This is an optimization exercise on Yosys and OpenROAD, whose aim is small area, not a production implementation.
At most, simulation tests tie the RTL to the original design; equivalence was not proved.
Function not checked in runs 1 to 4: the RTL went through the layout flow alone.
In every run shown here, the design's own scripts or RTL, not TritonCTS, make the clock network.
The flow treats the clock pin as an ideal source. Dropping or thinning the clock tree relies on that and would not hold on a real chip.
Power figures rest on the tool's default switching activity, not on a simulated workload.

==> design.v <==
`timescale 1ns / 1ps
module ClockDivider(
    input i_clk,
    input i_reset,
    output o_wrap,
    output o_pre_last
    );
    localparam [13:0] C_RESET = 14'b11101111000000;
    localparam [13:0] C_9899  = 14'b00001011101111;
    localparam [13:0] C_LAST  = 14'b00011011011001;
    reg [13:0] r_lo;
    assign o_wrap     = &{~r_lo[13], ~r_lo[12], ~r_lo[11], r_lo[10], r_lo[9], ~r_lo[8], r_lo[7], r_lo[6], ~r_lo[5], r_lo[4], r_lo[3], ~r_lo[2], ~r_lo[1], r_lo[0]};
    assign o_pre_last = &{~r_lo[13], ~r_lo[12], ~r_lo[11], ~r_lo[10], r_lo[9], ~r_lo[8], r_lo[7], r_lo[6], r_lo[5], ~r_lo[4], r_lo[3], r_lo[2], r_lo[1], r_lo[0]};
    wire w_fb = ~(r_lo[13] ^ r_lo[0] ^ r_lo[2] ^ r_lo[9]) ^ o_wrap;
    always @(posedge i_clk or posedge i_reset) begin
        if (i_reset) r_lo <= C_RESET;
        else         r_lo <= {r_lo[12:0], w_fb};
    end
endmodule
`timescale 1ns / 1ps
module Counter(
    input i_clk,
    input i_reset,
    input i_wrap,
    input i_pre_last,
    output [3:0] o_hi
    );
    reg [3:0] r_hi;
    assign o_hi = r_hi;
    wire w_hi9  = r_hi[3] & r_hi[0];    
    wire w_hi10 = r_hi[3] & r_hi[1];
    always @(posedge i_clk or posedge i_reset) begin
        if (i_reset)
            r_hi <= 4'd0;
        else if (w_hi9 ? i_pre_last : i_wrap)
            r_hi <= w_hi10 ? 4'd0 : r_hi + 4'd1;
    end
endmodule
`timescale 1ns / 1ps
module Comparator(
    input [3:0] i_hi,
    output o_light_1, o_light_2, o_light_3, o_light_4
    );
    assign o_light_1 = (i_hi == 4'd0);
    assign o_light_2 = (i_hi < 4'd4);
    assign o_light_3 = (i_hi < 4'd7);
    assign o_light_4 = ~(i_hi[3] & i_hi[1]);
endmodule
`timescale 1ns / 1ps
module ButtonController(
    input i_clk,
    input i_reset,
    input i_button,
    output o_release
    );
    localparam [19:0] S_0   = 20'b01101011001000111000;
    localparam [19:0] S_END = 20'b10110101100100011100;
    reg r_prevState;
    reg [19:0] r_lfsr;
    wire w_en   = i_button ^ r_prevState;
    wire w_term = &{r_lfsr[19], ~r_lfsr[18], r_lfsr[17], r_lfsr[16], ~r_lfsr[15], r_lfsr[14], ~r_lfsr[13], r_lfsr[12], r_lfsr[11], ~r_lfsr[10], ~r_lfsr[9], r_lfsr[8], ~r_lfsr[7], ~r_lfsr[6], ~r_lfsr[5], r_lfsr[4], r_lfsr[3], r_lfsr[2], ~r_lfsr[1]};
    wire w_fb   = ~(r_lfsr[19] ^ r_lfsr[2]) ^ w_term;
    assign o_release = w_en & w_term & r_prevState;
    always @(posedge i_clk or posedge i_reset) begin
        if (i_reset) begin
            r_prevState <= 1'b0;
            r_lfsr <= S_0;
        end
        else if (w_en) begin
            r_lfsr <= {r_lfsr[18:0], w_fb};
            if (w_term) r_prevState <= ~r_prevState;
        end
    end
endmodule
`timescale 1ns / 1ps
module FSM_Light(
    input i_clk,
    input i_reset,
    input [2:0] i_button,
    output [4:1] o_level
    );
    reg [2:0] r_level;
    wire w_top = r_level[2] & ~r_level[0];    
    wire w_bot = ~r_level[1] & ~r_level[0];   
    assign o_level[1] = r_level[1] | r_level[0];
    assign o_level[2] = r_level[1];
    assign o_level[3] = r_level[2];
    assign o_level[4] = w_top;
    always @(posedge i_clk or posedge i_reset) begin
        if (i_reset)
            r_level <= 3'b000;
        else if (i_button[0]) begin
            if (!w_top) r_level <= {r_level[1:0], ~r_level[2]};
        end
        else if (i_button[1]) begin
            if (!w_bot) r_level <= {~r_level[0], r_level[2:1]};
        end
        else if (i_button[2])
            r_level <= 3'b000;
    end
endmodule
`timescale 1ns / 1ps
module MUX(
    input i_clk,
    input i_reset,
    input [4:1] i_x,
    input [4:1] i_level,
    output o_y
    );
    reg r_y;
    assign o_y = r_y;
    always @(posedge i_clk or posedge i_reset) begin
        if (i_reset)
            r_y <= 1'b0;
        else
            r_y <= i_level[1] & (i_x[1] | (i_level[2] & (i_x[2] | (i_level[3] & (i_x[3] | (i_level[4] & i_x[4]))))));
    end
endmodule
`timescale 1ns / 1ps
module FSM_LightStand(
    input i_clk,
    input i_reset,
    input [2:0] i_button,
    output o_pwm_light
    );
    wire w_wrap, w_pre_last;
    ClockDivider clkdiv(
        .i_clk(i_clk),
        .i_reset(i_reset),
        .o_wrap(w_wrap),
        .o_pre_last(w_pre_last)
    );
    wire [3:0] w_hi;
    Counter count(
        .i_clk(i_clk),
        .i_reset(i_reset),
        .i_wrap(w_wrap),
        .i_pre_last(w_pre_last),
        .o_hi(w_hi)
    );
    wire [4:1] w_light;
    Comparator comp(
        .i_hi(w_hi),
        .o_light_1(w_light[1]),
        .o_light_2(w_light[2]),
        .o_light_3(w_light[3]),
        .o_light_4(w_light[4])
    );
    wire [2:0] w_release;
    ButtonController UpBTN(
        .i_clk(i_clk),
        .i_reset(i_reset),
        .i_button(i_button[0]),
        .o_release(w_release[0])
    );
    ButtonController DownBTN(
        .i_clk(i_clk),
        .i_reset(i_reset),
        .i_button(i_button[1]),
        .o_release(w_release[1])
    );
    ButtonController OffBTN(
        .i_clk(i_clk),
        .i_reset(i_reset),
        .i_button(i_button[2]),
        .o_release(w_release[2])
    );
    wire [4:1] w_level;
    FSM_Light fsm_led(
        .i_clk(i_clk),
        .i_reset(i_reset),
        .i_button(w_release),
        .o_level(w_level)
    );
    MUX pwmsel(
        .i_clk(i_clk),
        .i_reset(i_reset),
        .i_x(w_light),
        .i_level(w_level),
        .o_y(o_pwm_light)
    );
endmodule
==> flow/run.sh <==
#!/bin/bash
# The standard synthesis and layout, with these layout changes:
#  - the clock tree is one level of 3 clock buffers clkbuf_16 (flow/pre_cts.tcl)
#  - port buffers are the smallest buffer cell
#  - repair_design aims at the library's cap and slew limits (no margin)
set -euo pipefail
export FLOW_CLK_BUF=sky130_fd_sc_hd__clkbuf_16
export FLOW_CLK_K=3
bash standard.sh \
  "PRE_CTS_TCL=$PWD/flow/pre_cts.tcl" \
  "BUFFER_PORTS_ARGS=-buffer_cell sky130_fd_sc_hd__buf_1" \
  CAP_MARGIN=0 SLEW_MARGIN=0 CORE_UTILIZATION=70  \
  finish > flow_run.log 2>&1
==> flow/pre_cts.tcl <==
proc clock_tree_synthesis { args } {
  set block [ord::get_db_block]
  set net [$block findNet i_clk]
  set k $::env(FLOW_CLK_K)
  set pins {}
  set xs {}
  set ys {}
  foreach it [$net getITerms] {
    set b [[$it getInst] getBBox]
    lappend pins "[[$it getInst] getName]/[[$it getMTerm] getName]"
    lappend xs [expr { ([$b xMin] + [$b xMax]) / 2.0 }]
    lappend ys [expr { ([$b yMin] + [$b yMax]) / 2.0 }]
  }
  set n [llength $pins]
  # initial centres: sinks spread along the sorted x+y order
  set order [lsort -real -indices [lmap x $xs y $ys { expr { $x + 0.7 * $y } }]]
  set cx {}
  set cy {}
  for { set c 0 } { $c < $k } { incr c } {
    set i [lindex $order [expr { int(($c + 0.5) * $n / $k) }]]
    lappend cx [lindex $xs $i]
    lappend cy [lindex $ys $i]
  }
  # k-means with at most ceil(n/k) sinks per group: each round assigns
  # the sink-group pairs in order of distance, skipping full groups
  set cap [expr { ($n + $k - 1) / $k }]
  for { set iter 0 } { $iter < 30 } { incr iter } {
    set pairs {}
    set i 0
    foreach x $xs y $ys {
      for { set c 0 } { $c < $k } { incr c } {
        lappend pairs [list [expr { abs($x - [lindex $cx $c]) + abs($y - [lindex $cy $c]) }] $i $c]
      }
      incr i
    }
    set assign [lrepeat $n -1]
    set fill [lrepeat $k 0]
    foreach p [lsort -real -index 0 $pairs] {
      lassign $p d i c
      if { [lindex $assign $i] >= 0 || [lindex $fill $c] >= $cap } { continue }
      lset assign $i $c
      lset fill $c [expr { [lindex $fill $c] + 1 }]
    }
    set ncx {}
    set ncy {}
    for { set c 0 } { $c < $k } { incr c } {
      set sx 0.0
      set sy 0.0
      set m 0
      foreach a $assign x $xs y $ys {
        if { $a == $c } {
          set sx [expr { $sx + $x }]
          set sy [expr { $sy + $y }]
          incr m
        }
      }
      if { $m > 0 } {
        lappend ncx [expr { $sx / $m }]
        lappend ncy [expr { $sy / $m }]
      } else {
        lappend ncx [lindex $cx $c]
        lappend ncy [lindex $cy $c]
      }
    }
    set cx $ncx
    set cy $ncy
  }
  for { set c 0 } { $c < $k } { incr c } {
    set loads {}
    foreach a $assign p $pins {
      if { $a == $c } { lappend loads [get_pins $p] }
    }
    if { [llength $loads] == 0 } { continue }
    set x [ord::dbu_to_microns [expr { int([lindex $cx $c]) }]]
    set y [ord::dbu_to_microns [expr { int([lindex $cy $c]) }]]
    puts "clock buffer $c: [llength $loads] sinks at $x $y"
    insert_buffer -buffer_cell $::env(FLOW_CLK_BUF) -net i_clk -load_pins $loads \
      -location [list $x $y] -buffer_name clkbuf_$c -net_name clk_$c
  }
  set_propagated_clock [all_clocks]
}
==> standard.sh <==
#!/bin/bash
# synth_recipe.tcl (not shown) runs the flow's synth.tcl, then flattens the netlist and writes it again
# the make line also repeats each setting of config.mk as NAME=value (left out here)
make -C /OpenROAD-flow-scripts/flow DESIGN_CONFIG=/design/flow/config.mk WORK_HOME=/design/flow/orfs CLKGATE_MAP_FILE= SYNTH_SCRIPT=/design/flow/synth_recipe.tcl "${@:-finish}"
==> config.mk <==
export PLATFORM = sky130hd
export DESIGN_NAME = FSM_LightStand
export DESIGN_NICKNAME = FSM_LightStand
export VERILOG_FILES = /design/flow/design.v
export SDC_FILE = /design/flow/constraint.sdc
export NUM_CORES = 4
export LEC_CHECK = 0
export CAP_MARGIN = 20
export CORE_MARGIN = 2
export CORE_UTILIZATION = 40
export SLEW_MARGIN = 20
==> constraint.sdc <==
create_clock -name core_clock -period 10.0 [get_ports {i_clk}]
set_input_delay 2.0000 -clock core_clock [delete_from_list [all_inputs] [get_ports {i_clk}]]
set_output_delay 2.0000 -clock core_clock [all_outputs]
set_load 0.01 [all_outputs]
==> results of run 1 <==
[worst paths after layout]
| kind | start | to | cells past startpoint |
|---|---|---|---|
| max reg2reg | count.r_hi[3]$_DFFE_PP0P_ | count.r_hi[3]$_DFFE_PP0P_ | 5 |
| max in group asynchronous | i_reset | clkdiv.r_lo[4]$_DFF_PP0_ | 3 |
| min in group asynchronous | i_reset | UpBTN.r_lfsr[1]$_DFFE_PP0N_ | 3 |
| max | i_button[2] | OffBTN.r_lfsr[2]$_DFFE_PP0N_ | 3 |
| min | clkdiv.r_lo[11]$_DFF_PP1_ | clkdiv.r_lo[12]$_DFF_PP1_ | 0 |
| min reg2reg | clkdiv.r_lo[11]$_DFF_PP1_ | clkdiv.r_lo[12]$_DFF_PP1_ | 0 |
[logic make-up after synthesis]
kind of cell,synth area share
adders and majority gates,0.00704
and+or+nand+nor,0.120
AOI/OAI and AO/OA,0.0384
DFF,0.610
buffers and inverters,0.0106
muxes,0.194
xor gates and xnor gates,0.0197
[layer usage]
metal / routed length, microns / share of wire
met3: 74 / 0.014
met2: 2600 / 0.50
met1: 2420 / 0.47
met5: 0 / 0
met4: 104 / 0.020
[layout make-up, clock buffers not listed]
cell class              instances  area, sq um  share of cell area
multi-input cells             159         1370               0.366
repair buffers                  6         26.3             0.00702
flip-flops and latches         85         2170               0.580
well taps                      67         83.8              0.0224
inverters                       4         16.3             0.00435
[state kept, by name, summed over array words and instances (netlist names)]
signal,count
OffBTN.r_lfsr,20
pwmsel.r_y,1
fsm_led.r_level,3
DownBTN.r_prevState,1
OffBTN.r_prevState,1
UpBTN.r_lfsr,20
UpBTN.r_prevState,1
clkdiv.r_lo,14
DownBTN.r_lfsr,20
count.r_hi,4
[critical path, stage by stage]
cell     delay [ns]
buf_1          0.13
xnor2_2        0.88
mux2_2         0.43
[layout by cell type, fill, tap and decap left out, types with 2 or more instances in the layout]
cell type,netlist,final
ha_1,2,2
nand4b_1,3,3
o21ai_0,7,7
a21oi_1,3,3
nand2_1,13,13
o2111ai_1,3,3
nor3_1,4,4
buf_1,0,5
o31ai_1,2,2
xor2_1,3,2
xnor2_2,0,2
xnor2_1,5,3
nor2_1,6,6
mux2_2,60,60
nand4_1,6,6
nand2b_1,2,2
nand3_1,9,9
nor2b_1,3,3
dfrtp_1,51,51
clkbuf_16,0,3
nor4_1,3,3
or4_1,3,3
inv_1,4,3
dfstp_2,34,34
nor4b_1,6,6
nand3b_1,3,3
nand4bb_1,2,2
[stage by stage]
step / total power, mW / worst slack (ns) / cells
4_1_cts: 0.919 / 6.61 / 324
5_1_grt: 0.967 / 6.53 / 324
6_report: 0.912 / 6.62 / 324
3_5_place_dp: 0.786 / 6.43 / 321
2_1_floorplan: 0.731 / 5.86 / 254
3_3_place_gp: 0.768 / 6.45 / 321
[power by group]
| group | total (mW) | internal [mW] | switching [mW] | leakage (nW) |
|---|---|---|---|---|
| clock network | 0.135 | 0.0554 | 0.0799 | 0.0370 |
| logic | 0.178 | 0.118 | 0.0607 | 0.451 |
| registers | 0.598 | 0.506 | 0.0918 | 0.969 |
==> results by group, run 1 <==
Floorplanning
  • Core footprint: between 0.004 and 0.005 sq mm
  • Die area: 0.00566 sq mm
  • Std-Cell Rows: 25
  • Die width: 75.3 microns
  • Die Height: 75.3 microns
  • Starting Density: 0.738
  • Number of I/O pins: 6

STA
  • Max Freq: between 200 and 300 MHz
  • Crit path time final: around 3.4 ns
  • Worst hold margin: 0.373 ns
  • Max_slew headroom: 0.263
  • Post-route setup TNS: 0 ns
  • Unrepaired setup endpoints after global routing: false
  • Final Cycle Share: 0.338
  • Clk_skew: roughly 0.0086 ns
  • Final hold vios: 0
  • Final max-slew violation count: 0
  • Slew @ Worst Pin: 1.10 ns
  • Final count of negative-setup-slack endpoints: 0

Worst setup path
  • Worst endpoint data arrival time: 3.44 ns
  • Reg2Reg Setup Slack: 7.83 ns
  • Critical Path Source Type: primary input
  • Max Fanout on Critical Path: 21
  • CP endpoint kind: flip-flop
  • Kind of critical path: primary input to flip-flop
  • CP Data Required Time: 10.06 ns

Global routing
  • Pin count of the biggest net entering global routing: 86
  • M1 GR Usage: 0.288
  • Busiest grt layer: met2
  • Met3 Use GR: 0.00803
  • Vias in the first global route: 1905
  • GR Util All Layers: 0.197
  • Grt met2 use: 0.340
  • First-pass GRT wire length: 8780 microns
  • Initial antenna violation count: 0
  • Remaining Overflow, GRT: 0

Clocking
  • Postcts setup bufs: 0
  • Post-cts hold buffer count: 0
  • Worst-Skew Late Latency: around 0.16 ns
  • Cts repair resizes: 0
  • Clk slew on worst S/H paths: roughly 0.1 ns

Placement
  • Cell Area, Placed: 0.00367 sq mm
  • DP HPWL: 3600 microns
  • RePlAce Congestion: 0.765
  • PortBufs: 5

Synth
  • Largest cells by area after synthesis: dfrtp_1, dfstp_2, mux2_2
  • Synth Warn #: 5
  • Sequential area share after synthesis: 0.610
  • Largest area contributor in the netlist: dfrtp_1
  • Prevailing post-synth register cell: dfrtp_1
  • Number of flops mapped to enable cells by yosys: 0
  • Cell with the most instances after synthesis: mux2_2
  • Synth top cells by count: mux2_2, dfrtp_1, dfstp_2
  • Syn_area_per_cell: ~14 sq um
  • Cell count after synthesis: 254
  • Mapped cell area: 0.00355 sq mm
  • Post-synth top area share: 0.359
  • Distinct cells, synth: 36
  • Net Count, Synth: about 260
  • FFs w/ async S/R, synth: 1.00
  • Synthesized flop and latch total: 85

Drt
  • DRT iter0 DRCs: 113
  • Antenna viol nets, final: 0
  • DRC: 0
  • Mean routed wirelength per cell: 16.0 microns
  • Via count: 1924
  • Via density: 5.94
  • WL final: 5200 microns
  • Pre-antenna DRT Iters: 4

Layout
  • # diodes: 0
  • Design area: approximately 0.0037 sq mm
  • Total Nets Final: around 270
  • Layout area overhead: 5.24%
  • Final core occ: 0.777
  • Share of post-route cells with drive strength above 1: 0.420
  • Filler Cell Count: 314

Power
  • Worst vdd ir: 173 uV
  • Leakage: 1.46 nW
  • PD cells: ~240 mW/mm^2

Job
  • Max-cap violation count: 0

Min path
  • Worst Hold Class: flip-flop to flip-flop

Status
  • Outcome: complete, no violations
==> run 2, diff against run 1 <==
--- a/design.v
+++ b/design.v
@@ -5,13 +5,13 @@
     output o_wrap,
     output o_pre_last
     );
-    localparam [13:0] C_RESET = 14'b11101111000000;
-    localparam [13:0] C_9899  = 14'b00001011101111;
-    localparam [13:0] C_LAST  = 14'b00011011011001;
+    localparam [13:0] C_RESET = 14'b00111010110010;
+    localparam [13:0] C_9899  = 14'b00101010001010;
+    localparam [13:0] C_LAST  = 14'b11100011001110;
     reg [13:0] r_lo;
-    assign o_wrap     = &{~r_lo[13], ~r_lo[12], ~r_lo[11], r_lo[10], r_lo[9], ~r_lo[8], r_lo[7], r_lo[6], ~r_lo[5], r_lo[4], r_lo[3], ~r_lo[2], ~r_lo[1], r_lo[0]};
-    assign o_pre_last = &{~r_lo[13], ~r_lo[12], ~r_lo[11], ~r_lo[10], r_lo[9], ~r_lo[8], r_lo[7], r_lo[6], r_lo[5], ~r_lo[4], r_lo[3], r_lo[2], r_lo[1], r_lo[0]};
-    wire w_fb = ~(r_lo[13] ^ r_lo[0] ^ r_lo[2] ^ r_lo[9]) ^ o_wrap;
+    assign o_wrap     = &{r_lo[13], r_lo[12], r_lo[11], ~r_lo[10], r_lo[7], r_lo[6], ~r_lo[5], r_lo[3], r_lo[2], r_lo[1], ~r_lo[0]};
+    assign o_pre_last = &{~r_lo[12], r_lo[11], ~r_lo[10], r_lo[9], ~r_lo[8], r_lo[7], ~r_lo[6], ~r_lo[5], ~r_lo[4], r_lo[3], ~r_lo[2], ~r_lo[0]};
+    wire w_fb = ~(r_lo[13] ^ r_lo[1] ^ r_lo[3] ^ r_lo[12]) ^ o_wrap;
     always @(posedge i_clk or posedge i_reset) begin
         if (i_reset) r_lo <= C_RESET;
         else         r_lo <= {r_lo[12:0], w_fb};
==> run 2 against run 1 <==
Global-route usage increased by 0.36 points. Critical path depth increased by 1. Combinational power about the same. Maximum frequency increased by 4.4%. Via count decreased by 0.88%. Still clean on timing, DRC and antenna. Sequential cell count unchanged. Die area decreased by 0.64%. Hold slack got worse by 0.0011 ns. Clock skew increased by 0.0068 ns. Largest cell class unchanged. First-iteration DRC count increased by 45%. Final area decreased by 0.67%.
==> results by group, run 2 <==
Synth
  • Synth Warn #: 5
  • Mapped cell area: 0.00353 sq mm
  • Syn_area_per_cell: 14.1 sq um
  • Cell count after synthesis: 250
  • Largest area contributor in the netlist: dfrtp_1
  • Prevailing post-synth register cell: dfrtp_1
  • Post-synth top area share: 0.361
  • Complex-gate fraction of the synthesized area: 0.0390
  • FFs w/ async S/R, synth: 1.00
  • Largest cells by area after synthesis: dfrtp_1, dfstp_2, mux2_2
  • Synthesized flop and latch total: 85
  • Simple-gate share of the synthesized area: 0.110
  • Synth top cells by count: mux2_2, dfrtp_1, dfstp_2
  • Post-Synth XOR/XNOR Area: 0.0223
  • Sequential area share after synthesis: 0.614
  • Net Count, Synth: 257
  • Post-synthesis adder-cell area fraction: 0.00709
  • Distinct cells, synth: 45
  • Cell with the most instances after synthesis: mux2_2
  • Mux share of post-synthesis cell area: 0.195
  • Largest family of logic cells by synthesized area: multiplexers
  • Number of flops mapped to enable cells by yosys: 0

Min path
  • Worst Hold Class: flip-flop to flip-flop

STA
  • Final worst slack: 6.76 ns
  • Final count of negative-setup-slack endpoints: 0
  • Clk_skew: 0.0154 ns
  • Final Cycle Share: 0.324
  • Slew @ Worst Pin: 0.993 ns
  • Crit path time final: roughly 3.2 ns
  • Unrepaired setup endpoints after global routing: false
  • Max Freq: 309 MHz
  • Max_slew headroom: 0.338
  • Final max-slew violation count: 0
  • Post-route setup TNS: 0 ns
  • Final hold vios: 0

Placement
  • Post-Place Cells: 320
  • Worst slack, placed: 6.61 ns
  • PortBufs: 5
  • Cell Area, Placed: 0.00364 sq mm
  • DP HPWL: 3680 microns
  • RePlAce Congestion: between 0.8 and 0.9

Clocking
  • Worst-Skew Late Latency: 0.17 ns
  • Postcts setup bufs: 0
  • Cts repair resizes: 0
  • Post-cts hold buffer count: 0
  • Clk slew on worst S/H paths: 0.11 ns

Layout
  • Total Nets Final: about 270
  • Layout area overhead: 5.24%
  • Design area: 0.00372 sq mm
  • Share of post-route cells with drive strength above 1: 0.410
  • Commonest cells after routing, fill and taps aside: mux2_2, dfrtp_1, dfstp_2
  • Layout Cells excl Fill: between 300 and 400
  • # diodes: 0
  • Commonest non-fill, non-tap cell in the layout: mux2_2
  • Regs by FF count: DownBTN.r_lfsr (20), OffBTN.r_lfsr (20), UpBTN.r_lfsr (20)
  • Filler Cell Count: 289

Power
  • Combinational Power Share: 0.196
  • Clk pwr share: 0.149
  • NetSw: approximately 240 uW
  • Worst vdd ir: approximately 190 uV
  • P_int: 678 uW
  • Leakage: 1.50 nW
  • Sequential share of power: 0.655
  • Switching Share: 0.258
  • PD cells: roughly 250 mW/mm^2

Global routing
  • Initial antenna violation count: 0
  • Pin count of the biggest net entering global routing: 86
  • First-pass GRT wire length: roughly 9000 microns
  • Remaining Overflow, GRT: 0
  • Vias in the first global route: between 1500 and 2000
  • GR Util All Layers: 0.201

Job
  • Max-cap violation count: 0

Drt
  • Pre-antenna DRT Iters: 4
  • Via density: 5.90
  • WL final: 5220 microns
  • DRC: 0
  • Via count: 1907
  • Antenna viol nets, final: 0
  • DRT iter0 DRCs: 164
  • Mean routed wirelength per cell: 16.2 microns

Floorplanning
  • Die area: 0.00563 sq mm
  • Number of I/O pins: 6
  • Die Height: between 70 and 80 microns
  • Core footprint: 0.00479 sq mm
  • Std-Cell Rows: 25
  • Starting Density: 0.738
  • Die width: 75.0 microns

Worst setup path
  • Worst endpoint data arrival time: 3.29 ns
  • Critical Path Source Type: primary input
  • Max Fanout on Critical Path: 16
  • CP Data Required Time: 10.05 ns
  • Kind of critical path: primary input to flip-flop
  • CP endpoint kind: flip-flop

Status
  • Outcome: complete, no violations
[run 2: changes by cell type after synthesis, sizes merged, moves of 2 or more]
cell     change
nand3b       -2
nand2        -4
nand4        -3
inv          +2
nand3        -4
and3         +2
nor2         +4
and2         +2
o21ai        -3
o22ai        +2
o2111ai      -3
[run 2: power by group through the flow]
stage / Clock, mW / Combinational [mW] / Sequential, mW
final: 0.136 / 0.179 / 0.598
after floorplan: 0 / 0.158 / 0.569
after global placement: 0 / 0.169 / 0.591
after global routing: 0.152 / 0.195 / 0.622
after CTS: 0.138 / 0.182 / 0.599
after detailed placement: 0 / 0.181 / 0.605
[run 2: area by class of cell, clock buffers not listed]
class,instances,area [sq um],area share
Timing Repair Buffer,9,48.8,0.0131
Tap cell,67,83.8,0.0226
Inverter,6,22.5,0.00606
Multi-Input combinational cell,153,1320,0.354
Sequential cell,85,2170,0.584
[run 2: cell families after synthesis]
kind of cell | after synthesis
and+or+nand+nor | 61
adders and majority gates | 2
xor gates and xnor gates | 9
muxes | 61
AOI/OAI and AO/OA | 20
DFF | 85
buffers and inverters | 12
[run 2: per-stage QoR]
stage,utilization,hold slack (ns),total power [mW]
2_1_floorplan,-,0.351,0.727
3_3_place_gp,0.761,0.354,0.760
3_5_place_dp,0.761,0.358,0.786
4_1_cts,0.776,0.374,0.919
5_1_grt,0.776,0.381,0.969
6_report,0.776,0.372,0.913
[run 2: worst max-delay path, cell delays in order]
cell	delay, ns
buf_1	0.11
xnor2_1	0.47
buf_4	0.33
mux2_2	0.37
[run 2: worst paths after layout]
path	startpoint	to	slack, ns	cells after the start
max	i_button[2]	OffBTN.r_lfsr[11]$_DFFE_PP0N_	6.76	4
min	clkdiv.r_lo[4]$_DFF_PP1_	clkdiv.r_lo[5]$_DFF_PP1_	0.37	0
max reg2reg	OffBTN.r_lfsr[4]$_DFFE_PP1N_	OffBTN.r_prevState$_DFFE_PP0P_	7.92	4
min reg2reg	clkdiv.r_lo[4]$_DFF_PP1_	clkdiv.r_lo[5]$_DFF_PP1_	0.37	0
max in group asynchronous	i_reset	DownBTN.r_prevState$_DFFE_PP0P_	7.26	3
min in group asynchronous	i_reset	UpBTN.r_lfsr[1]$_DFFE_PP0N_	2.09	3
[run 2: layer usage]
layer | track usage | wire length, microns | vias to the layer above
met5 | 0 | 0 | -
met4 | 0.0218 | 55 | 0
met3 | 0.00937 | 87 | 5
met2 | 0.343 | 2660 | 16
met1 | 0.300 | 2420 | 965
li1 | - | - | 921
==> run 3, diff against run 2 <==
--- a/design.v
+++ b/design.v
@@ -5,13 +5,13 @@
     output o_wrap,
     output o_pre_last
     );
-    localparam [13:0] C_RESET = 14'b00111010110010;
-    localparam [13:0] C_9899  = 14'b00101010001010;
-    localparam [13:0] C_LAST  = 14'b11100011001110;
+    localparam [13:0] C_RESET = 14'b10101100110000;
+    localparam [13:0] C_9899  = 14'b00111000010011;
+    localparam [13:0] C_LAST  = 14'b11011001100011;
     reg [13:0] r_lo;
-    assign o_wrap     = &{r_lo[13], r_lo[12], r_lo[11], ~r_lo[10], r_lo[7], r_lo[6], ~r_lo[5], r_lo[3], r_lo[2], r_lo[1], ~r_lo[0]};
-    assign o_pre_last = &{~r_lo[12], r_lo[11], ~r_lo[10], r_lo[9], ~r_lo[8], r_lo[7], ~r_lo[6], ~r_lo[5], ~r_lo[4], r_lo[3], ~r_lo[2], ~r_lo[0]};
-    wire w_fb = ~(r_lo[13] ^ r_lo[1] ^ r_lo[3] ^ r_lo[12]) ^ o_wrap;
+    assign o_wrap     = &{r_lo[13], r_lo[12], ~r_lo[11], r_lo[10], r_lo[9], ~r_lo[8], ~r_lo[7], r_lo[6], r_lo[5], ~r_lo[3], r_lo[1]};
+    assign o_pre_last = &{~r_lo[13], ~r_lo[12], r_lo[11], r_lo[10], r_lo[9], ~r_lo[8], ~r_lo[7], ~r_lo[6], ~r_lo[5], ~r_lo[3], r_lo[1], r_lo[0]};
+    wire w_fb = ~(r_lo[13] ^ r_lo[4] ^ r_lo[7] ^ r_lo[8]) ^ o_wrap;
     always @(posedge i_clk or posedge i_reset) begin
         if (i_reset) r_lo <= C_RESET;
         else         r_lo <= {r_lo[12:0], w_fb};
@@ -23,28 +23,39 @@
     input i_reset,
     input i_wrap,
     input i_pre_last,
-    output [3:0] o_hi
+    output [3:0] o_hi,
+    output o_last
     );
     reg [3:0] r_hi;
+    reg r_last;
     assign o_hi = r_hi;
-    wire w_hi9  = r_hi[3] & r_hi[0];    
-    wire w_hi10 = r_hi[3] & r_hi[1];
+    assign o_last = r_last;
+    wire w_hi9 = r_hi[3] & r_hi[0];
     always @(posedge i_clk or posedge i_reset) begin
-        if (i_reset)
+        if (i_reset) begin
             r_hi <= 4'd0;
-        else if (w_hi9 ? i_pre_last : i_wrap)
-            r_hi <= w_hi10 ? 4'd0 : r_hi + 4'd1;
+            r_last <= 1'b0;
+        end
+        else begin
+            if (i_wrap)
+                r_hi <= w_hi9 ? 4'd0 : r_hi + 4'd1;
+            if (i_wrap)
+                r_last <= 1'b0;
+            else if (i_pre_last & w_hi9)
+                r_last <= 1'b1;
+        end
     end
 endmodule
 `timescale 1ns / 1ps
 module Comparator(
     input [3:0] i_hi,
+    input i_last,
     output o_light_1, o_light_2, o_light_3, o_light_4
     );
     assign o_light_1 = (i_hi == 4'd0);
     assign o_light_2 = (i_hi < 4'd4);
     assign o_light_3 = (i_hi < 4'd7);
-    assign o_light_4 = ~(i_hi[3] & i_hi[1]);
+    assign o_light_4 = ~i_last;
 endmodule
 `timescale 1ns / 1ps
 module ButtonController(
@@ -131,16 +142,19 @@
         .o_pre_last(w_pre_last)
     );
     wire [3:0] w_hi;
+    wire w_last;
     Counter count(
         .i_clk(i_clk),
         .i_reset(i_reset),
         .i_wrap(w_wrap),
         .i_pre_last(w_pre_last),
-        .o_hi(w_hi)
+        .o_hi(w_hi),
+        .o_last(w_last)
     );
     wire [4:1] w_light;
     Comparator comp(
         .i_hi(w_hi),
+        .i_last(w_last),
         .o_light_1(w_light[1]),
         .o_light_2(w_light[2]),
         .o_light_3(w_light[3]),
==> run 3 against run 2 <==
Global-route usage rose by 0.88 points. Synthesized cell count fell by 0.80%. Area after synthesis rose by 0.53%. Maximum frequency fell by 5.3%. Critical path type unchanged. Die area rose by 0.51%. First-iteration DRC count fell by 68%. Still clean on timing, DRC and antenna. Worst setup slack got worse by 0.18 ns.
==> results by group, run 3 <==
Status
  • Outcome: complete, no violations

Synth
  • Synth Warn #: 5
  • Cell count after synthesis: 248
  • Number of flops mapped to enable cells by yosys: 0
  • Post-synth top area share: 0.374
  • Sequential area share after synthesis: 0.618
  • Distinct cells, synth: 45
  • Synth top cells by count: mux2_2, dfrtp_1, dfstp_2
  • Largest area contributor in the netlist: dfrtp_1
  • Syn_area_per_cell: 14.3 sq um
  • Largest family of logic cells by synthesized area: multiplexers
  • Cell with the most instances after synthesis: mux2_2
  • Mapped cell area: 0.00355 sq mm
  • Prevailing post-synth register cell: dfrtp_1
  • Complex-gate fraction of the synthesized area: 0.0409
  • FFs w/ async S/R, synth: 1.00
  • Mux share of post-synthesis cell area: 0.193
  • Post-Synth XOR/XNOR Area: 0.0271
  • Net Count, Synth: 255
  • Largest cells by area after synthesis: dfrtp_1, dfstp_2, mux2_2
  • Simple-gate share of the synthesized area: 0.102
  • Synthesized flop and latch total: 86
  • Post-synthesis adder-cell area fraction: 0.00705

Global routing
  • GR Util All Layers: 0.209
  • First-pass GRT wire length: 9230 microns
  • Remaining Overflow, GRT: 0
  • Vias in the first global route: 1964
  • Pin count of the biggest net entering global routing: 87
  • Initial antenna violation count: 0

Power
  • Final Total Pwr: 919 uW
  • Worst vdd ir: 244 uV
  • PD cells: 246 mW/mm^2
  • Leakage: 1.50 nW

Placement
  • RePlAce Congestion: 0.768
  • DP HPWL: 3810 microns
  • PortBufs: 5

Clocking
  • Postcts setup bufs: 0
  • Worst-Skew Late Latency: 0.16 ns
  • Clk slew on worst S/H paths: approximately 0.1 ns
  • Cts repair resizes: 0
  • Post-cts hold buffer count: 0

STA
  • Post-route setup TNS: 0 ns
  • Worst hold margin: 0.368 ns
  • Final Cycle Share: 0.342
  • Final max-slew violation count: 0
  • Crit path time final: 3.42 ns
  • Max_slew headroom: 0.244
  • Clk_skew: approximately 0.0074 ns
  • Max Freq: between 200 and 300 MHz
  • Final hold vios: 0
  • Final count of negative-setup-slack endpoints: 0
  • Slew @ Worst Pin: 1.13 ns
  • Unrepaired setup endpoints after global routing: false

Floorplanning
  • Core footprint: 0.00482 sq mm
  • Starting Density: 0.737
  • Die width: 75.2 microns
  • Die Height: 75.2 microns
  • Die area: 0.00566 sq mm
  • Std-Cell Rows: 25
  • Number of I/O pins: 6

Min path
  • Worst Hold Depth: 0
  • Worst Hold Class: flip-flop to flip-flop

Worst setup path
  • Crit Reg-Reg Startpoint: OffBTN.r_lfsr[4]$_DFFE_PP1N_
  • Worst endpoint data arrival time: 3.47 ns
  • Cells on worst reg2reg path: 4
  • Critical Path Start: i_button[1]
  • Kind of critical path: primary input to flip-flop
  • Reg2Reg Setup Slack: just under 8 ns
  • CP endpoint kind: flip-flop
  • Max Fanout on Critical Path: 21
  • Crit path to: DownBTN.r_lfsr[2]$_DFFE_PP0N_
  • Capture point of the worst reg-to-reg path: OffBTN.r_prevState$_DFFE_PP0P_
  • Critical Path Source Type: primary input
  • CP Data Required Time: between 10 and 15 ns

Layout
  • Total Nets Final: 261
  • Filler Cell Count: 303
  • Commonest non-fill, non-tap cell in the layout: mux2_2
  • Layout area overhead: 5.22%
  • # diodes: 0
  • Share of post-route cells with drive strength above 1: 0.409
  • Commonest cells after routing, fill and taps aside: mux2_2, dfrtp_1, dfstp_2
  • Regs by FF count: DownBTN.r_lfsr (20), OffBTN.r_lfsr (20), UpBTN.r_lfsr (20)

Job
  • Max-cap violation count: 0

Drt
  • WL final: 5510 microns
  • Via count: 1901
  • DRC: 0
  • Pre-antenna DRT Iters: 4
  • Antenna viol nets, final: 0
  • Via density: about 6.0
  • DRT iter0 DRCs: 53
  • Mean routed wirelength per cell: 17.3 microns
## run 3: cell types whose count changed after synthesis, sizes merged, moves of 2 or more
cell / change
dfrtp: +2
xnor2: +3
nor2: -4
nor3: -2
o21ai: +2
o22ai: -2
## run 3: cell type report, clock buffers not listed
type / count / area, sq um / share of cell area
inverters: 5 / 18.8 / 0.00503
multi-input cells: 151 / 1330 / 0.356
flip-flops and latches: 86 / 2190 / 0.587
well taps: 67 / 83.8 / 0.0224
repair buffers: 7 / 33.8 / 0.00905
## run 3: worst min path at each step
stage                                   from                       end  slack, ns
CTS                 clkdiv.r_lo[2]$_DFF_PP0_  clkdiv.r_lo[3]$_DFF_PP0_       0.37
finish              clkdiv.r_lo[2]$_DFF_PP0_  clkdiv.r_lo[3]$_DFF_PP0_       0.37
global route        clkdiv.r_lo[2]$_DFF_PP0_  clkdiv.r_lo[3]$_DFF_PP0_       0.38
global placement    clkdiv.r_lo[2]$_DFF_PP0_  clkdiv.r_lo[3]$_DFF_PP0_       0.34
detailed placement  clkdiv.r_lo[2]$_DFF_PP0_  clkdiv.r_lo[3]$_DFF_PP0_       0.34
floorplan           clkdiv.r_lo[2]$_DFF_PP0_  clkdiv.r_lo[3]$_DFF_PP0_       0.33
## run 3: metrics by stage
stage / std cells / cell area [sq um] / utilization / setup WS (ns)
3_5_place_dp: 316 / 3660 / 0.760 / 6.45
4_1_cts: 319 / 3730 / 0.775 / 6.61
3_3_place_gp: 316 / 3660 / 0.760 / 6.53
5_1_grt: 319 / 3730 / 0.775 / 6.51
2_1_floorplan: 248 / 3550 / - / 5.83
6_report: 319 / 3730 / 0.775 / 6.58
## run 3: power breakdown
group / switching (mW) / leakage [nW] / internal [mW]
sequential: 0.0935 / 0.995 / 0.509
clock: 0.0806 / 0.0370 / 0.0555
combinational: 0.0635 / 0.467 / 0.117
total: 0.238 / 1.50 / 0.681
## run 3: cells by family (layout without fill, tap and decap cells)
family | count (synthesis) | in the layout
DFF | 86 | 86
adders and majority gates | 2 | 2
AOI/OAI and AO/OA | 21 | 21
muxes | 61 | 61
buffers and inverters | 11 | 15
and+or+nand+nor | 56 | 56
xor gates and xnor gates | 11 | 11
## run 3: critical path, cell delays in order
cell     delay [ns]
buf_1          0.15
xnor2_2        0.89
mux2_2         0.43
## run 3: metal layers
layer / GRT usage / share of wire
met3: 0.0187 / 0.024
met2: 0.386 / 0.54
met5: 0 / 0
met1: 0.277 / 0.43
met4: 0.0351 / 0.0093
==> run 4, diff against run 3 <==
==> design.v (replaced) <==
`timescale 1ns / 1ps
module ClockDivider(
    input i_clk,
    input i_reset,
    output o_wrap,
    output o_pre_last
    );
    localparam [13:0] C_RESET = 14'b10010100001001;
    localparam [13:0] C_9899  = 14'b11010011110000;
    localparam [13:0] C_LAST  = 14'b01101100101011;
    reg [13:0] r_lo;
    assign o_wrap     = &{~r_lo[13], r_lo[12], r_lo[11], ~r_lo[10], r_lo[9], r_lo[8], ~r_lo[7], ~r_lo[6], r_lo[5], ~r_lo[4], r_lo[3], ~r_lo[2]};
    assign o_pre_last = &{r_lo[13], r_lo[12], ~r_lo[11], r_lo[10], ~r_lo[9], ~r_lo[8], r_lo[7], r_lo[6], r_lo[5], r_lo[4], ~r_lo[3], ~r_lo[2]};
    wire w_fb = ~(r_lo[13] ^ r_lo[2] ^ r_lo[7] ^ r_lo[12]) ^ o_wrap;
    always @(posedge i_clk or posedge i_reset) begin
        if (i_reset) r_lo <= C_RESET;
        else         r_lo <= {r_lo[12:0], w_fb};
    end
endmodule
`timescale 1ns / 1ps
module Counter(
    input i_clk,
    input i_reset,
    input i_wrap,
    input i_pre_last,
    output [3:0] o_hi
    );
    reg [3:0] r_hi;
    assign o_hi = r_hi;
    wire w_hi9  = r_hi[3] & r_hi[0];    
    wire w_hi10 = r_hi[3] & r_hi[1];
    always @(posedge i_clk or posedge i_reset) begin
        if (i_reset)
            r_hi <= 4'd0;
        else if (w_hi9 ? i_pre_last : i_wrap)
            r_hi <= w_hi10 ? 4'd0 : r_hi + 4'd1;
    end
endmodule
`timescale 1ns / 1ps
module Comparator(
    input [3:0] i_hi,
    output o_light_1, o_light_2, o_light_3, o_light_4
    );
    assign o_light_1 = (i_hi == 4'd0);
    assign o_light_2 = (i_hi < 4'd4);
    assign o_light_3 = (i_hi < 4'd7);
    assign o_light_4 = ~(i_hi[3] & i_hi[1]);
endmodule
`timescale 1ns / 1ps
module ButtonController(
    input i_clk,
    input i_reset,
    input i_button,
    output o_release
    );
    localparam [19:0] S_0   = 20'b00111000100110101101;
    localparam [19:0] S_END = 20'b00011100010011010110;
    reg r_prevState;
    reg [19:0] r_lfsr;
    wire w_en   = i_button ^ r_prevState;
    wire w_term = &{~r_lfsr[18], ~r_lfsr[17], r_lfsr[16], r_lfsr[15], r_lfsr[14], ~r_lfsr[13], ~r_lfsr[12], ~r_lfsr[11], r_lfsr[10], ~r_lfsr[9], ~r_lfsr[8], r_lfsr[7], r_lfsr[6], ~r_lfsr[5], r_lfsr[4], ~r_lfsr[3], r_lfsr[2], r_lfsr[1], ~r_lfsr[0]};
    wire w_fb   = ~(r_lfsr[19] ^ r_lfsr[16]) ^ w_term;
    assign o_release = w_en & w_term & r_prevState;
    always @(posedge i_clk or posedge i_reset) begin
        if (i_reset) begin
            r_prevState <= 1'b0;
            r_lfsr <= S_0;
        end
        else if (w_en) begin
            r_lfsr <= {r_lfsr[18:0], w_fb};
            if (w_term) r_prevState <= ~r_prevState;
        end
    end
endmodule
`timescale 1ns / 1ps
module FSM_Light(
    input i_clk,
    input i_reset,
    input [2:0] i_button,
    output [4:1] o_level
    );
    reg [4:1] r_level;
    assign o_level = r_level;
    always @(posedge i_clk or posedge i_reset) begin
        if (i_reset)
            r_level <= 4'b0000;
        else if (i_button[0])
            r_level <= {r_level[3:1], 1'b1};
        else if (i_button[1])
            r_level <= {1'b0, r_level[4:2]};
        else if (i_button[2])
            r_level <= 4'b0000;
    end
endmodule
`timescale 1ns / 1ps
module MUX(
    input i_clk,
    input i_reset,
    input [4:1] i_x,
    input [4:1] i_level,
    output o_y
    );
    reg r_y;
    assign o_y = r_y;
    always @(posedge i_clk or posedge i_reset) begin
        if (i_reset)
            r_y <= 1'b0;
        else
            r_y <= i_level[1] & (i_x[1] | (i_level[2] & (i_x[2] | (i_level[3] & (i_x[3] | (i_level[4] & i_x[4]))))));
    end
endmodule
`timescale 1ns / 1ps
module FSM_LightStand(
    input i_clk,
    input i_reset,
    input [2:0] i_button,
    output o_pwm_light
    );
    wire w_wrap, w_pre_last;
    ClockDivider clkdiv(
        .i_clk(i_clk),
        .i_reset(i_reset),
        .o_wrap(w_wrap),
        .o_pre_last(w_pre_last)
    );
    wire [3:0] w_hi;
    Counter count(
        .i_clk(i_clk),
        .i_reset(i_reset),
        .i_wrap(w_wrap),
        .i_pre_last(w_pre_last),
        .o_hi(w_hi)
    );
    wire [4:1] w_light;
    Comparator comp(
        .i_hi(w_hi),
        .o_light_1(w_light[1]),
        .o_light_2(w_light[2]),
        .o_light_3(w_light[3]),
        .o_light_4(w_light[4])
    );
    wire [2:0] w_release;
    ButtonController UpBTN(
        .i_clk(i_clk),
        .i_reset(i_reset),
        .i_button(i_button[0]),
        .o_release(w_release[0])
    );
    ButtonController DownBTN(
        .i_clk(i_clk),
        .i_reset(i_reset),
        .i_button(i_button[1]),
        .o_release(w_release[1])
    );
    ButtonController OffBTN(
        .i_clk(i_clk),
        .i_reset(i_reset),
        .i_button(i_button[2]),
        .o_release(w_release[2])
    );
    wire [4:1] w_level;
    FSM_Light fsm_led(
        .i_clk(i_clk),
        .i_reset(i_reset),
        .i_button(w_release),
        .o_level(w_level)
    );
    MUX pwmsel(
        .i_clk(i_clk),
        .i_reset(i_reset),
        .i_x(w_light),
        .i_level(w_level),
        .o_y(o_pwm_light)
    );
endmodule
==> run 4 against run 3 <==
Combinational power shrank 26%. Clock power is essentially flat. Die area grew 0.13%. Hold slack hardly changed. Largest power group unchanged. Clock skew is essentially flat. Critical endpoint is now fsm_led.r_level[2]$_DFFE_PP0P_.
==> results by group, run 4 <==
Worst setup path
  • Worst endpoint data arrival time: 3.35 ns
  • CP endpoint kind: flip-flop
  • Cells on worst reg2reg path: 4
  • CP Data Required Time: 10.05 ns
  • Crit Reg-Reg Startpoint: UpBTN.r_lfsr[16]$_DFFE_PP1N_
  • Kind of critical path: primary input to flip-flop
  • Reg2Reg Setup Slack: 7.76 ns
  • Capture point of the worst reg-to-reg path: fsm_led.r_level[2]$_DFFE_PP0P_
  • Critical Path Source Type: primary input
  • Critical Path Start: i_button[0]
  • Crit path to: fsm_led.r_level[2]$_DFFE_PP0P_
  • Max Fanout on Critical Path: 5

Layout
  • Commonest cells after routing, fill and taps aside: mux2_2, dfrtp_1, dfstp_2
  • Layout area overhead: 5.10%
  • Design area: 0.00374 sq mm
  • Total Nets Final: 258
  • Share of post-route cells with drive strength above 1: 0.450
  • Filler Cell Count: around 310
  • # diodes: 0
  • Commonest non-fill, non-tap cell in the layout: mux2_2
  • Regs by FF count: DownBTN.r_lfsr (20), OffBTN.r_lfsr (20), UpBTN.r_lfsr (20)

Global routing
  • Vias in the first global route: 1943
  • First-pass GRT wire length: between 8000 and 9000 microns
  • Pin count of the biggest net entering global routing: 87
  • GR Util All Layers: 0.194
  • Remaining Overflow, GRT: 0
  • Initial antenna violation count: 0

Drt
  • Pre-antenna DRT Iters: 4
  • Via count: 1894
  • DRT iter0 DRCs: 64
  • Via density: roughly 6.0
  • DRC: 0
  • Mean routed wirelength per cell: 16.9 microns
  • Antenna viol nets, final: 0
  • WL final: between 5000 and 6000 microns

Job
  • Max-cap violation count: 0

Placement
  • PortBufs: 5
  • RePlAce Congestion: 0.769
  • DP HPWL: 3780 microns
  • Cell Area, Placed: around 0.0037 sq mm

Synth
  • Syn_area_per_cell: about 15 sq um
  • FFs w/ async S/R, synth: 1.00
  • Largest area contributor in the netlist: dfrtp_1
  • Distinct cells, synth: 39
  • Net Count, Synth: roughly 250
  • Number of flops mapped to enable cells by yosys: 0
  • Mapped cell area: 0.00355 sq mm
  • Synth Warn #: 5
  • Largest cells by area after synthesis: dfrtp_1, dfstp_2, mux2_2
  • Post-synth top area share: 0.359
  • Cell count after synthesis: roughly 240
  • Cell with the most instances after synthesis: mux2_2
  • Synth top cells by count: mux2_2, dfrtp_1, dfstp_2
  • Synthesized flop and latch total: 86
  • Sequential area share after synthesis: 0.618
  • Prevailing post-synth register cell: dfrtp_1

STA
  • Final hold vios: 0
  • Max Freq: 303 MHz
  • Worst hold margin: 0.369 ns
  • Max_slew headroom: 0.322
  • Slew @ Worst Pin: 1.02 ns
  • Clk_skew: about 0.0074 ns
  • Crit path time final: 3.30 ns
  • Final Cycle Share: 0.330
  • Final count of negative-setup-slack endpoints: 0
  • Final max-slew violation count: 0
  • Post-route setup TNS: 0 ns
  • Unrepaired setup endpoints after global routing: false

Power
  • PD cells: 213 mW/mm^2
  • Leakage: around 1.4 nW
  • Worst vdd ir: 177 uV

Clocking
  • Post-cts hold buffer count: 0
  • Clk slew on worst S/H paths: 0.10 ns
  • Postcts setup bufs: 0
  • Worst-Skew Late Latency: 0.16 ns
  • Cts repair resizes: 0

Floorplanning
  • Starting Density: 0.738
  • Std-Cell Rows: 25
  • Core footprint: 0.00482 sq mm
  • Die area: around 0.0057 sq mm
  • Die Height: 75.3 microns
  • Die width: 75.3 microns
  • Number of I/O pins: 6

Status
  • Outcome: complete, no violations

Min path
  • Worst Hold Class: flip-flop to flip-flop
## run 4: cell type report, clock buffers not listed
cell class / instances / area, sq um / share of cell area
inverters: 4 / 15.0 / 0.00402
well taps: 67 / 83.8 / 0.0224
flip-flops and latches: 86 / 2200 / 0.588
multi-input cells: 147 / 1320 / 0.353
repair buffers: 9 / 48.8 / 0.0131
## run 4: per-stage QoR
| stage | std cells | power (mW) | worst slack (ns) | util |
|---|---|---|---|---|
| final | 316 | 0.797 | 6.70 | 0.776 |
| after detailed placement | 313 | 0.671 | 6.52 | 0.760 |
| after global routing | 316 | 0.835 | 6.64 | 0.776 |
| after floorplan | 244 | 0.628 | 5.84 | - |
| after global placement | 313 | 0.652 | 6.63 | 0.760 |
| after CTS | 316 | 0.803 | 6.70 | 0.776 |
## run 4: layer usage
layer,up-vias,share of wire,track usage
met3,6,0.018,0.0134
met5,-,0,0
met2,13,0.53,0.370
met4,0,0.012,0.0292
met1,980,0.44,0.248
li1,895,-,-
## run 4: cell families after synthesis
kind of cell / after synthesis / share of synthesized area
AND/OR/NAND/NOR: 52 / 0.0971
AO/OA/AOI/OAI: 16 / 0.0310
adder cells (fa/ha/maj): 2 / 0.00704
XOR/XNOR: 12 / 0.0296
buffers and inverters: 11 / 0.0116
multiplexers: 65 / 0.206
flip-flops: 86 / 0.618
## run 4: where the power goes
group	total (mW)	switching (mW)	internal, mW
registers	0.528	0.0623	0.466
clock network	0.135	0.0800	0.0554
logic	0.133	0.0455	0.0875
total	0.797	0.188	0.609
## run 4: worst min path at each step
stage                                  start                        to  slack, ns  cells after the start
floorplan           clkdiv.r_lo[1]$_DFF_PP0_  clkdiv.r_lo[2]$_DFF_PP0_       0.33                      0
global placement    clkdiv.r_lo[1]$_DFF_PP0_  clkdiv.r_lo[2]$_DFF_PP0_       0.34                      0
detailed placement  clkdiv.r_lo[1]$_DFF_PP0_  clkdiv.r_lo[2]$_DFF_PP0_       0.36                      0
CTS                 clkdiv.r_lo[1]$_DFF_PP0_  clkdiv.r_lo[2]$_DFF_PP0_       0.37                      0
global route        clkdiv.r_lo[1]$_DFF_PP0_  clkdiv.r_lo[2]$_DFF_PP0_       0.39                      0
finish              clkdiv.r_lo[1]$_DFF_PP0_  clkdiv.r_lo[2]$_DFF_PP0_       0.37                      0
## run 4: worst max-delay path, cell delays in order
cell and delay, ns:
buf_1 0.12, nor4b_1 0.81, mux2_2 0.41
==> run 5, diff against run 4 <==
--- a/design.v
+++ b/design.v
@@ -5,13 +5,13 @@
     output o_wrap,
     output o_pre_last
     );
-    localparam [13:0] C_RESET = 14'b10010100001001;
-    localparam [13:0] C_9899  = 14'b11010011110000;
-    localparam [13:0] C_LAST  = 14'b01101100101011;
+    localparam [13:0] C_RESET = 14'b11101111000000;
+    localparam [13:0] C_9899  = 14'b00001011101111;
+    localparam [13:0] C_LAST  = 14'b00011011011001;
     reg [13:0] r_lo;
-    assign o_wrap     = &{~r_lo[13], r_lo[12], r_lo[11], ~r_lo[10], r_lo[9], r_lo[8], ~r_lo[7], ~r_lo[6], r_lo[5], ~r_lo[4], r_lo[3], ~r_lo[2]};
-    assign o_pre_last = &{r_lo[13], r_lo[12], ~r_lo[11], r_lo[10], ~r_lo[9], ~r_lo[8], r_lo[7], r_lo[6], r_lo[5], r_lo[4], ~r_lo[3], ~r_lo[2]};
-    wire w_fb = ~(r_lo[13] ^ r_lo[2] ^ r_lo[7] ^ r_lo[12]) ^ o_wrap;
+    assign o_wrap     = (r_lo == C_LAST);
+    assign o_pre_last = (r_lo == C_9899);
+    wire w_fb = ~(r_lo[13] ^ r_lo[0] ^ r_lo[2] ^ r_lo[9]) ^ o_wrap;
     always @(posedge i_clk or posedge i_reset) begin
         if (i_reset) r_lo <= C_RESET;
         else         r_lo <= {r_lo[12:0], w_fb};
@@ -53,13 +53,13 @@
     input i_button,
     output o_release
     );
-    localparam [19:0] S_0   = 20'b00111000100110101101;
-    localparam [19:0] S_END = 20'b00011100010011010110;
+    localparam [19:0] S_0   = 20'b01101011001000111000;
+    localparam [19:0] S_END = 20'b10110101100100011100;
     reg r_prevState;
     reg [19:0] r_lfsr;
     wire w_en   = i_button ^ r_prevState;
-    wire w_term = &{~r_lfsr[18], ~r_lfsr[17], r_lfsr[16], r_lfsr[15], r_lfsr[14], ~r_lfsr[13], ~r_lfsr[12], ~r_lfsr[11], r_lfsr[10], ~r_lfsr[9], ~r_lfsr[8], r_lfsr[7], r_lfsr[6], ~r_lfsr[5], r_lfsr[4], ~r_lfsr[3], r_lfsr[2], r_lfsr[1], ~r_lfsr[0]};
-    wire w_fb   = ~(r_lfsr[19] ^ r_lfsr[16]) ^ w_term;
+    wire w_term = (r_lfsr[19:1] == S_END[19:1]);
+    wire w_fb   = ~(r_lfsr[19] ^ r_lfsr[2]) ^ w_term;
     assign o_release = w_en & w_term & r_prevState;
     always @(posedge i_clk or posedge i_reset) begin
         if (i_reset) begin
==> flow/run.sh (replaced) <==
#!/bin/bash
# The standard synthesis and layout, with these layout changes:
#  - the clock tree is one level of 4 clock buffers clkbuf_8 (flow/pre_cts.tcl)
#  - port buffers are the smallest buffer cell
#  - repair_design aims at the library's cap and slew limits (no margin)
set -euo pipefail
export FLOW_CLK_BUF=sky130_fd_sc_hd__clkbuf_8
export FLOW_CLK_K=4
bash standard.sh \
  "PRE_CTS_TCL=$PWD/flow/pre_cts.tcl" \
  "BUFFER_PORTS_ARGS=-buffer_cell sky130_fd_sc_hd__buf_1" \
  CAP_MARGIN=0 SLEW_MARGIN=0 CORE_UTILIZATION=70  \
  finish > flow_run.log 2>&1
==> run 5 against run 4 <==
Still clean on timing, DRC and antenna. Die area rose by 0.40%. Cell count rose by 2.2%. Synthesized cell count rose by 4.1%. Sequential cell count did not move. Worst setup slack got worse by 0.051 ns. Highest routed layer unchanged.
==> results by group, run 5 <==
Synth
  • Largest area contributor in the netlist: dfrtp_1
  • Post-synth top area share: 0.365
  • Cell with the most instances after synthesis: mux2_2
  • Prevailing post-synth register cell: dfrtp_1
  • Number of flops mapped to enable cells by yosys: 0
  • Synthesized flop and latch total: 86
  • Distinct cells, synth: 38
  • Cell count after synthesis: 254
  • Syn_area_per_cell: 14.1 sq um
  • Synth Warn #: 5
  • Net Count, Synth: around 260
  • Mapped cell area: roughly 0.0036 sq mm
  • Synth top cells by count: mux2_2, dfrtp_1, dfstp_2
  • Sequential area share after synthesis: 0.615
  • FFs w/ async S/R, synth: 1.00
  • Largest cells by area after synthesis: dfrtp_1, dfstp_2, mux2_2

Layout
  • Commonest non-fill, non-tap cell in the layout: mux2_2
  • Design area: between 0.003 and 0.004 sq mm
  • Commonest cells after routing, fill and taps aside: mux2_2, dfrtp_1, dfstp_2
  • Filler Cell Count: 299
  • Share of post-route cells with drive strength above 1: 0.418
  • # diodes: 0
  • Regs by FF count: DownBTN.r_lfsr (20), OffBTN.r_lfsr (20), UpBTN.r_lfsr (20)
  • Final core occ: 0.772
  • Total Nets Final: 265
  • Storage element area: 0.00219 sq mm
  • Multi-input logic area: 0.00134 sq mm
  • Layout Cells excl Fill: ~320
  • Layout area overhead: 4.21%

Worst setup path
  • Worst-path cell chain: buf_1, xnor2_2, mux2_2
  • Critical path's top delay family: XOR/XNOR gates
  • Capture point of the worst reg-to-reg path: OffBTN.r_lfsr[10]$_DFFE_PP0N_
  • Crit Reg-Reg Startpoint: OffBTN.r_prevState$_DFFE_PP0P_
  • Slowest-stage cell, CP: xnor2_2
  • CP max stage delay: 0.86 ns
  • Worst endpoint data arrival time: 3.41 ns
  • Kind of critical path: primary input to flip-flop
  • CP endpoint kind: flip-flop
  • Max Fanout on Critical Path: 22
  • Critical Path Source Type: primary input
  • Reg2Reg Setup Slack: 8.15 ns
  • CP Data Required Time: between 10 and 15 ns
  • Buffers & Inverters on Critical Path: 1
  • Cells on worst reg2reg path: 2

Drt
  • Antenna viol nets, final: 0
  • Via count: 1913
  • Via density: just under 6
  • WL final: 4720 microns
  • Pre-antenna DRT Iters: 4
  • Mean routed wirelength per cell: approximately 15 microns
  • DRC: 0
  • DRT iter0 DRCs: just over 90

Power
  • Worst vdd ir: 184 uV
  • Final Total Pwr: 903 uW
  • Leakage: 1.49 nW
  • PD cells: 243 mW/mm^2

STA
  • Clk_skew: 0.0108 ns
  • Unrepaired setup endpoints after global routing: false
  • Max Freq: 299 MHz
  • Max_slew headroom: 0.259
  • Crit path time final: 3.35 ns
  • Post-route setup TNS: 0 ns
  • Final max-slew violation count: 0
  • Final count of negative-setup-slack endpoints: 0
  • Final Cycle Share: 0.335
  • Final worst slack: 6.65 ns
  • Slew @ Worst Pin: 1.11 ns
  • Final hold vios: 0
  • Worst hold margin: 0.374 ns

Placement
  • Cell Area, Placed: between 0.003 and 0.004 sq mm
  • Worst slack, placed: 6.44 ns
  • RePlAce Congestion: about 0.81
  • PortBufs: 5
  • DP HPWL: 3270 microns
  • Post-Place Cells: ~320

Status
  • Outcome: complete, no violations

Clocking
  • Clk slew on worst S/H paths: 0.12 ns
  • Postcts setup bufs: 0
  • Worst-Skew Late Latency: 0.17 ns
  • Cts repair resizes: 0
  • Post-cts hold buffer count: 0

Min path
  • Worst Hold Depth: 0
  • Hold_sp: clkdiv.r_lo[12]$_DFF_PP1_
  • Hold Crit Endpoint: clkdiv.r_lo[13]$_DFF_PP1_
  • Worst Hold Class: flip-flop to flip-flop

Global routing
  • GR Util All Layers: 0.179
  • Initial antenna violation count: 0
  • Vias in the first global route: 1820
  • Pin count of the biggest net entering global routing: 87
  • Remaining Overflow, GRT: 0
  • First-pass GRT wire length: roughly 8200 microns

Floorplanning
  • Number of I/O pins: 6
  • Die Height: 75.4 microns
  • Core footprint: 0.00482 sq mm
  • Starting Density: 0.741
  • Die area: 0.00569 sq mm
  • Std-Cell Rows: 25
  • Die width: 75.4 microns

Job
  • Max-cap violation count: 0
## run 5: cell types whose count changed after synthesis, sizes merged, moves of 4 or more
cell   before  now
a21oi       2    8
mux2       65   59
nand3       3   10
nor2        5   10
xnor2       9    5
## run 5: cell families after synthesis
group,count (synthesis),synth area share
XOR/XNOR,6,0.0147
AND/OR/NAND/NOR,65,0.120
buffers and inverters,14,0.0172
multiplexers,59,0.186
AO/OA/AOI/OAI,22,0.0400
flip-flops,86,0.615
adder cells (fa/ha/maj),2,0.00701
## run 5: area by class of cell, clock buffers not listed
| type | instances | share of cell area |
|---|---|---|
| Inverter | 6 | 0.00639 |
| Multi-Input combinational cell | 154 | 0.359 |
| Sequential cell | 86 | 0.590 |
| Tap cell | 67 | 0.0225 |
| Timing Repair Buffer | 6 | 0.00706 |
## run 5: worst reg2reg max path, stage by stage (launching register included)
cell,delay (ns)
dfrtp_1,0.44
xnor2_2,0.88
mux2_2,0.43
## run 5: power breakdown
part | switching [mW] | total [mW] | internal [mW]
Clock | 0.0791 | 0.117 | 0.0376
Combinational | 0.0613 | 0.186 | 0.125
Sequential | 0.0899 | 0.601 | 0.511
Total | 0.230 | 0.903 | 0.673
## run 5: worst max path at each step
| stage | from | end | slack [ns] | cells past startpoint |
|---|---|---|---|---|
| after floorplan | i_reset | DownBTN.r_lfsr[0]$_DFFE_PP0N_ | 5.83 | 1 |
| after global placement | i_button[1] | DownBTN.r_lfsr[14]$_DFFE_PP0N_ | 6.47 | 3 |
| after detailed placement | i_button[2] | OffBTN.r_lfsr[6]$_DFFE_PP0N_ | 6.44 | 3 |
| after CTS | i_button[2] | OffBTN.r_lfsr[10]$_DFFE_PP0N_ | 6.63 | 3 |
| after global routing | i_button[2] | OffBTN.r_lfsr[6]$_DFFE_PP0N_ | 6.52 | 3 |
| final | i_button[2] | OffBTN.r_lfsr[10]$_DFFE_PP0N_ | 6.65 | 3 |
## run 5: metal layers
layer | track usage | up-vias | share of wire
met2 | 0.302 | 12 | 0.46
met4 | 0.0175 | 0 | 0.012
met5 | 0 | - | 0
met3 | 0.0132 | 7 | 0.018
met1 | 0.270 | 958 | 0.51
li1 | - | 936 | -

## afterwards: timing with drivers on the ports
The results above use ideal ports. As a check the final layouts listed here were re-extracted and re-timed, cells and wires unchanged.
Step 1 assumes that a clkbuf_16 drives the clock port and a buf_2 every other input.
Step 2 also shifts input and output timing later by t, the mid clock arrival at the registers, as if the neighbouring blocks saw the same clock.
Slacks: ideal ports / drivers / drivers and shift; pairs: ideal ports / drivers.
run | t (ns) | slack for setup (ns) | worst register clock-pin slew, ns
run 1 | 0.221 | 6.623 / 6.666 / 6.445 | 0.10 / 0.10
run 2 | 0.221 | 6.764 / 6.801 / 6.581 | 0.11 / 0.11
run 3 | 0.213 | 6.584 / 6.615 / 6.402 | 0.10 / 0.10
run 4 | 0.224 | 6.704 / 6.745 / 6.522 | 0.10 / 0.10
run 5 | 0.225 | 6.653 / 6.691 / 6.466 | 0.12 / 0.12
After both steps setup and hold are still met in every run listed. The setup slack of run 5, which loses most, moves by +0.038 ns with the drivers and by -0.187 ns with both steps.
